Context: an optimization exercise on an open-source flow, tuned for small area and a short achievable clock period. The choices shown serve that exercise and are no tape-out recipe.

// fir_direct_nom
module fir_direct_nom (
    input              clk,
    input              rst,
    input  signed [4:0] in,
    output signed [4:0] out,
    input  [249:0]     tap_coeffs
);
logic [48:0][4:0] sr;     
logic [183:0] ra, ra_d;  
logic [5:0] lo_q;         
logic [5:0] x_q, g_q, o_q;  
logic v1, v2;              
wire [10:0] sum_a, sum_b, sum;
wire n1;
wire n2;
wire n3;
wire n4;
wire n5;
wire n6;
wire n7;
wire n8;
wire n9;
wire n10;
wire n11;
wire n12;
wire n13;
wire n14;
wire n15;
wire n16;
wire n17;
wire n18;
wire n19;
wire n20;
wire n21;
wire n22;
wire n23;
wire n24;
wire n25;
wire n26;
wire n27;
wire n28;
wire n29;
wire n30;
wire n31;
wire n32;
wire n33;
wire n34;
wire n35;
wire n36;
wire n37;
wire n38;
wire n39;
wire n40;
wire n41;
wire n42;
wire n43;
wire n44;
wire n45;
wire n46;
wire n47;
wire n48;
wire n49;
wire n50;
wire n51;
wire n52;
wire n53;
wire n54;
wire n55;
wire n56;
wire n57;
wire n58;
wire n59;
wire n60;
wire n61;
wire n62;
wire n63;
wire n64;
  ...
Size: roughly 3000 cells after synthesis, ~450 flip-flops, about 260 I/O pins, roughly 38000 um2 of cells after synthesis.
Settings: LEC_CHECK=0, CAP_MARGIN=20, CORE_MARGIN=2, CORE_UTILIZATION=40, CTS_BUF_LIST=sky130_fd_sc_hd__clkbuf_8, CTS_CLUSTER_DIAMETER=50, CTS_CLUSTER_SIZE=16, SLEW_MARGIN=20, SYNTH_HIERARCHICAL=1, SYNTH_MINIMUM_KEEP_SIZE=0; clock period 12.0 ns.
standard.sh (not shown) runs the stock make flow with config.mk's settings and CLKGATE_MAP_FILE= SYNTH_SCRIPT=/design/flow/synth_recipe.tcl, a recipe that flattens the netlist after the stock synthesis.
==> flow/flow/run.sh <==
#!/bin/bash
# ORFS layout (the standard.sh) in three calls:
#  1. synthesis to placement as standard, with plain buf_2 port buffers;
#  2. CTS and 3. routing to finish, with timing repair aimed at a setup
#     slack margin and at the worst paths only.
set -e
export BUFFER_PORTS_ARGS="-buffer_cell sky130_fd_sc_hd__buf_2"
bash standard.sh synth floorplan place > standard_place.log 2>&1
export SETUP_SLACK_MARGIN=7.4
export TNS_END_PERCENT=0
bash standard.sh cts > standard_cts.log 2>&1
bash standard.sh > standard_finish.log 2>&1
Edit:
--- a/flow/design.v
+++ b/flow/design.v
@@ -11,19 +11,22 @@
     input              clk,
     input              rst,
     input  signed [4:0] in,
     output signed [4:0] out,
     input  [249:0]     tap_coeffs
 );
 logic [48:0][4:0] sr;     
 logic [183:0] ra, ra_d;  
 logic [5:0] lo_q;         
-logic [5:0] x_q, g_q, o_q;  
+logic x0_q;                
+logic [5:1] ez_q, eo_q;  
+logic sg0_q, sg1_q;        
+wire [5:0] xh, gh, oh;
 logic v1, v2;              
 wire [10:0] sum_a, sum_b, sum;
 wire n1;
 wire n2;
 wire n3;
 wire n4;
 wire n5;
 wire n6;
 wire n7;
@@ -5982,41 +5985,48 @@
 fa u_n3398 (.a(n3380), .b(n3384), .c(n3396), .s(n3398), .co(n3399));
 fa u_n3400 (.a(n3386), .b(n3398), .c(n3389), .s(n3400), .co(n3401));
 assign n3402 = ~(~n3394 ^ ~n3397);
 assign n3403 = ~n3394 | ~n3397;
 assign n3404 = ~n3402;
 fa u_n3405 (.a(n3399), .b(n3404), .c(n3401), .s(n3405), .co(n3406));
 assign sum_a = {n3403, ~n3405, ~n3400, ~n3368, ~n3367, ~n3327, ~n3274, n3165, n3160, n3110, ~n3065};
 assign sum_b = {~n3406, 1'b0, ~n3391, ~n3390, ~n3328, 1'b0, ~n3278, ~n3224, n3164, 1'b0, n3068};
 assign sum = {6'b0, {1'b0, sum_a[4:0]} + {1'b0, sum_b[4:0]}};
+wire [5:0] hs0 = sum_a[10:5] + sum_b[10:5];
+wire [5:0] hs1 = sum_a[10:5] + sum_b[10:5] + 1'b1;
+assign xh = sum_a[10:5] ^ sum_b[10:5];
+assign gh = sum_a[10:5] & sum_b[10:5];
+assign oh = sum_a[10:5] | sum_b[10:5];
+wire [5:0] cg;   
+assign cg[0] = 1'b0;
+genvar gi;
+for (gi = 1; gi < 6; gi = gi + 1) begin : g_cg
+    assign cg[gi] = gh[gi-1] | (xh[gi-1] & cg[gi-1]);
+end
 always @(posedge clk or posedge rst) begin
     if (rst) begin
         sr <= '0;
         v1 <= 1'b0;
         v2 <= 1'b0;
     end else begin
         sr <= {sr[47:0], in};
         v1 <= 1'b1;
         v2 <= v1;
     end
 end
 always @(posedge clk) begin
     ra <= ra_d;
     lo_q <= sum[5:0];
-    x_q <= sum_a[10:5] ^ sum_b[10:5];
-    g_q <= sum_a[10:5] & sum_b[10:5];
-    o_q <= sum_a[10:5] | sum_b[10:5];
-end
-wire hz = (x_q[0] == lo_q[5]) && (x_q[5:1] == o_q[4:0]);
-wire ho = (x_q[0] != lo_q[5]) && (&(x_q[5:1] ^ g_q[4:0]));
-wire [6:0] c;   
-assign c[0] = lo_q[5];
-genvar gi;
-for (gi = 0; gi < 6; gi = gi + 1) begin : g_c
-    assign c[gi+1] = g_q[gi] | (x_q[gi] & c[gi]);
+    x0_q <= xh[0];
+    ez_q <= xh[5:1] ~^ oh[4:0];
+    eo_q <= xh[5:1] ^ gh[4:0];
+    sg0_q <= hs0[5];
+    sg1_q <= hs1[5];
 end
-wire sgn = x_q[5] ^ c[5];
+wire hz = (&ez_q) && (x0_q == lo_q[5]);
+wire ho = (&eo_q) && (x0_q != lo_q[5]);
+wire sgn = lo_q[5] ? sg1_q : sg0_q;
 wire lz = ~|lo_q[4:4];
 wire lo1 = &lo_q[4:4];
 wire inr = (hz && lz) || (ho && lo1);
 assign out = !v2 ? 5'sd0 : inr ? lo_q[4:0] : sgn ? -5'sd16 : 5'sd15;
 endmodule
After rerunning: Final cell count barely changes; clock-buffer cell count went up by 2; via count stays flat; die area is about the same; synthesized cell count hardly moves; cell area hardly moves; register-to-register slack gets worse by 0.55 ns.
No run of this note included a check of the RTL's function; only the layout flow was run.

-- port drivers added, routing unchanged --
No port has a modelled driver above. Below, the same layouts with a new extraction and two added sets of constraints. Step 1: set_driving_cell puts a clkbuf_16 on clk and a buf_2 on each other input, an assumption about the parent block. Step 2, shift: input delay + t, output delay - t, t = (earliest + latest rising clock arrival at the registers) / 2. This alone moves slack from input paths to output paths. Slacks: no drivers / after step 1 / after step 2; pairs: no drivers / after step 1.
run | t, ns | setup slack, ns | worst hold slack (ns) | pins driven straight from the clock port
the first run | 0.761 | 7.172 / 7.171 / 6.447 | 0.360 / 0.360 / 0.360 | 1
the second run | 0.775 | 6.771 / 6.771 / 6.265 | 0.356 / 0.356 / 0.356 | 1
After both steps setup and hold are still met in every run listed. For the first run, which loses most, drivers alone change the setup slack by -0.001 ns; drivers and shift together by -0.725 ns.
